From an optimization exercise on the open Yosys and OpenROAD flow, aimed at small area, a short achievable clock period and few clock cycles; shortcuts taken in it are not production practice. At most, simulation tests tie the RTL to the original design; equivalence was not proved. Power and IR drop assume default switching activity.

Setup of north:
==> module DMA_AHB_Master, before the edit <==
module DMA_AHB_Master #(
    parameter ADDR_WIDTH = 32,
    parameter DATA_WIDTH = 32,
    parameter BASE_ADDR  = 32'h0000_0000
)(
    input wire HCLK,
    input wire HRESETn,
    input wire [ADDR_WIDTH-1:0] HADDR,
    input wire [1:0] HTRANS,
    input wire HWRITE,
    input wire [DATA_WIDTH-1:0] HWDATA,
    output reg [DATA_WIDTH-1:0] HRDATA,
    output reg [ADDR_WIDTH-1:0] master_HADDR,
    output reg [2:0] master_HBURST,
    output reg master_HMASTLOCK,
    output reg [3:0] master_HPROT,
    output reg [2:0] master_HSIZE,
    output reg [1:0] master_HTRANS,
    output reg [DATA_WIDTH-1:0] master_HWDATA,
    output reg master_HWRITE,
    input wire [DATA_WIDTH-1:0] master_HRDATA,
    input wire master_HREADY,
    input wire master_HRESP
);
    reg [31:2] src_q;
    reg [31:2] dst_q;
    reg [31:0] size_q;
    reg        busy;
    reg        done;
    reg        w_src, w_dst, w_size;
    reg        wr_q;       
    reg        first_q;    
    reg        wr_o;       
    reg        busy_o;     
    reg [31:2] addr_q;
    reg [31:2] alt_q;
    reg [28:0] left_q;     
    reg [31:0] data_q;     
    wire hit     = ~|HADDR[31:5] & ~|HADDR[1:0];
    wire a_start = hit & (HADDR[4:2] == 3'd0);
    wire a_src   = hit & (HADDR[4:2] == 3'd1);
    wire a_dst   = hit & (HADDR[4:2] == 3'd2);
    wire a_size  = hit & (HADDR[4:2] == 3'd3);
    wire a_done  = hit & (HADDR[4:2] == 3'd4);
    wire wacc    = HTRANS[1] & HWRITE;
    wire [31:2] src_d  = w_src  ? data_q[31:2] : src_q;
    wire [31:2] dst_d  = w_dst  ? data_q[31:2] : dst_q;
    wire [31:0] size_d = w_size ? data_q : size_q;
    wire st    = wacc & a_start & HWDATA[0];
    wire frac  = |size_q[1:0];
    wire last  = (left_q == 29'd0) | ((left_q == 29'd1) & ~frac);
    wire fin   = busy & wr_q & master_HREADY & last;
    wire busy_d = st | (busy & ~fin);
    reg [31:0] rd_word;
    always @(*) begin
        case (HADDR[4:2])
            3'd0:    rd_word = {31'd0, busy_d};
            3'd1:    rd_word = {src_d, 2'b00};
            3'd2:    rd_word = {dst_d, 2'b00};
            3'd3:    rd_word = size_d;
            3'd4:    rd_word = {31'd0, done};
            default: rd_word = 32'd0;
        endcase
    end
    always @(posedge HCLK or negedge HRESETn) begin
        if (!HRESETn) begin
            w_src  <= 1'b1;
            w_dst  <= 1'b1;
            w_size <= 1'b1;
            busy   <= 1'b0;
            busy_o <= 1'b0;
            done   <= 1'b0;
        end else begin
            w_src  <= wacc & a_src;
            w_dst  <= wacc & a_dst;
            w_size <= wacc & a_size;
            busy   <= busy_d;
            busy_o <= st | (busy_o & ~fin);
            done   <= (done & ~st) | fin;
        end
    end
    always @(posedge HCLK or negedge HRESETn) begin
        if (!HRESETn) begin
            data_q <= 32'd0;
        end else begin
            if (~busy) data_q <= HWDATA;
            else if (~wr_q) data_q <= master_HRDATA;
        end
    end
    always @(posedge HCLK) begin
        if (~busy) begin
            wr_q    <= 1'b0;
            wr_o    <= 1'b0;
            first_q <= 1'b1;
            addr_q  <= src_d;
            alt_q   <= dst_d;
            left_q  <= size_d[30:2];
        end else if (master_HREADY) begin
            wr_q    <= ~wr_q;
            wr_o    <= ~wr_o;
            first_q <= 1'b0;
            addr_q  <= alt_q + {29'd0, ~first_q};
            alt_q   <= addr_q;
            if (wr_q) left_q <= left_q - 29'd1;
        end
        src_q  <= src_d;
        dst_q  <= dst_d;
        size_q <= size_d;
        HRDATA <= hit ? rd_word : 32'd0;
    end
    always @(*) begin
        master_HADDR     = {addr_q, 2'b00};
        master_HBURST    = 3'b000;
        master_HMASTLOCK = 1'b0;
        master_HPROT     = 4'b0000;
        master_HSIZE     = 3'b010;
        master_HTRANS    = {busy_o, 1'b0};
        master_HWDATA    = data_q;
        master_HWRITE    = wr_o;
    end
endmodule
clock: 6.0 ns
lec_check: 0
cap_margin: 20
core_margin: 2
core_utilization: 55
cts_buf_list: sky130_fd_sc_hd__clkbuf_16
cts_cluster_diameter: 100
cts_cluster_size: 25
place_density: 0.7
setup_slack_margin: 3.6
slew_margin: 20
standard.sh (not shown) runs the stock make flow with config.mk's settings and CLKGATE_MAP_FILE= SYNTH_SCRIPT=/design/flow/synth_recipe.tcl, a recipe that flattens the netlist after the stock synthesis.
==> flow/flow/run.sh <==
#!/bin/bash
# Standard ORFS layout, with plain buffers on the ports instead of the
# delay cells buffer_ports picks by default. Synthesis is the standard one.
set -euo pipefail
bash standard.sh synth > synth.log 2>&1
export BUFFER_PORTS_ARGS="-buffer_cell sky130_fd_sc_hd__buf_1"
bash standard.sh > layout.log 2>&1
north went all the way through the flow, and no timing, DRC or antenna check failed.
Testbench counts of north, summed over its fixed seeds: cycles 9,069.
Relative to north, the following input files were edited for south:
==> flow/design.v <==
module DMA_AHB_Master #(
    parameter ADDR_WIDTH = 32,
    parameter DATA_WIDTH = 32,
    parameter BASE_ADDR  = 32'h0000_0000
)(
    input wire HCLK,
    input wire HRESETn,
    input wire [ADDR_WIDTH-1:0] HADDR,
    input wire [1:0] HTRANS,
    input wire HWRITE,
    input wire [DATA_WIDTH-1:0] HWDATA,
    output reg [DATA_WIDTH-1:0] HRDATA,
    output reg [ADDR_WIDTH-1:0] master_HADDR,
    output reg [2:0] master_HBURST,
    output reg master_HMASTLOCK,
    output reg [3:0] master_HPROT,
    output reg [2:0] master_HSIZE,
    output reg [1:0] master_HTRANS,
    output reg [DATA_WIDTH-1:0] master_HWDATA,
    output reg master_HWRITE,
    input wire [DATA_WIDTH-1:0] master_HRDATA,
    input wire master_HREADY,
    input wire master_HRESP
);
    reg [31:2] src_q;
    reg [31:2] dst_q;
    reg [31:0] size_q;
    reg        busy;
    reg        done;
    reg        w_src, w_dst, w_size;
    reg        wr_q;       
    reg        first_q;    
    reg [31:2] addr_q;
    reg [31:2] alt_q;
    reg [28:0] left_q;     
    reg [31:0] data_q;     
    wire hit     = ~|HADDR[31:5] & ~|HADDR[1:0];
    wire a_start = hit & (HADDR[4:2] == 3'd0);
    wire a_src   = hit & (HADDR[4:2] == 3'd1);
    wire a_dst   = hit & (HADDR[4:2] == 3'd2);
    wire a_size  = hit & (HADDR[4:2] == 3'd3);
    wire a_done  = hit & (HADDR[4:2] == 3'd4);
    wire wacc    = HTRANS[1] & HWRITE;
    wire [31:2] src_d  = w_src  ? data_q[31:2] : src_q;
    wire [31:2] dst_d  = w_dst  ? data_q[31:2] : dst_q;
    wire [31:0] size_d = w_size ? data_q : size_q;
    wire st    = wacc & a_start & HWDATA[0];
    wire frac  = |size_q[1:0];
    wire last  = (left_q == 29'd0) | ((left_q == 29'd1) & ~frac);
    wire fin   = busy & wr_q & master_HREADY & last;
    wire busy_d = st | (busy & ~fin);
    reg [31:0] rd_word;
    always @(*) begin
        case (HADDR[4:2])
            3'd0:    rd_word = {31'd0, busy_d};
            3'd1:    rd_word = {src_d, 2'b00};
            3'd2:    rd_word = {dst_d, 2'b00};
            3'd3:    rd_word = size_d;
            3'd4:    rd_word = {31'd0, done};
            default: rd_word = 32'd0;
        endcase
    end
    always @(posedge HCLK or negedge HRESETn) begin
        if (!HRESETn) begin
            w_src  <= 1'b1;
            w_dst  <= 1'b1;
            w_size <= 1'b1;
            busy   <= 1'b0;
            done   <= 1'b0;
        end else begin
            w_src  <= wacc & a_src;
            w_dst  <= wacc & a_dst;
            w_size <= wacc & a_size;
            busy   <= busy_d;
            done   <= (done & ~st) | fin;
        end
    end
    always @(posedge HCLK or negedge HRESETn) begin
        if (!HRESETn) begin
            data_q <= 32'd0;
        end else begin
            if (~busy) data_q <= HWDATA;
            else if (~wr_q) data_q <= master_HRDATA;
        end
    end
    always @(posedge HCLK) begin
        if (~busy) begin
            wr_q    <= 1'b0;
            first_q <= 1'b1;
            addr_q  <= src_d;
            alt_q   <= dst_d;
            left_q  <= size_d[30:2];
        end else if (master_HREADY) begin
            wr_q    <= ~wr_q;
            first_q <= 1'b0;
            addr_q  <= alt_q + {29'd0, ~first_q};
            alt_q   <= addr_q;
            if (wr_q) left_q <= left_q - 29'd1;
        end
        src_q  <= src_d;
        dst_q  <= dst_d;
        size_q <= size_d;
        HRDATA <= hit ? rd_word : 32'd0;
    end
    always @(*) begin
        master_HADDR     = {addr_q, 2'b00};
        master_HBURST    = 3'b000;
        master_HMASTLOCK = 1'b0;
        master_HPROT     = 4'b0000;
        master_HSIZE     = 3'b010;
        master_HTRANS    = {busy, 1'b0};
        master_HWDATA    = data_q;
        master_HWRITE    = wr_q;
    end
endmodule
==> comparison <==
- Every run in the comparison, south and north, completed the flow with a clean layout.
- Relative contribution of the clock network to total power: south lower than north
- Switching fraction of total power in south vs north: up 5.0 points
- Any difference in area share of fa/ha/maj cells after synthesis between south and north is small enough to ignore.
- Summary of the comparison: initial core utilization is lower in south, relative to north.
- [compare] base=north new=south: weighted congestion at the end of routability-driven global placement now larger; global-route wire length before repair fell by 2400 µm.
- Run comparison: north launching instance or port of the critical path data_q[5]$_DFFE_PN0P_; south launching instance or port of the critical path left_q[12]$_DFFE_PP_
- The higher non-clock buffer count in the final layout came out of south.
- Comparing north with south, the clock tree skew after final layout came out essentially unchanged.
- Area used by multi-input combinational logic: south vs north down 3.8%
Function not checked in south: the RTL went through the layout flow alone.

what the ideal ports hide:
In the flow no input, the clock included, has a driving cell. The finished layouts below were timed again as built, in two steps.
Step 1 (the two cells are an assumption about what drives the block):
set clk [get_ports {HCLK}]
set_driving_cell -lib_cell sky130_fd_sc_hd__clkbuf_16 $clk
set_driving_cell -lib_cell sky130_fd_sc_hd__buf_2 [delete_from_list [all_inputs] $clk]
Step 2 moves the port delays by t, midway between the first and last clock arrival at a register: inputs arrive t later, outputs are due t later. That takes back most of the time a late clock gives input paths.
a / b / c = ideal ports / drivers / drivers and shift; a / b = the first two.
| run | t, ns | setup WS [ns] | hold WS [ns] | worst setup path at the end | worst slew at a driven data input, ns |
|---|---|---|---|---|---|
| north | 0.519 | 3.655 / 3.612 / 3.185 | 0.476 / 0.476 / 0.476 | input to register | 0.05 |
| south | 0.516 | 3.519 / 3.519 / 3.201 | 0.495 / 0.495 / 0.495 | input to register | 0.06 |
After both steps every run listed still meets setup and hold. The setup slack of north, which loses most, moves by -0.043 ns with the drivers and by -0.470 ns with both steps.
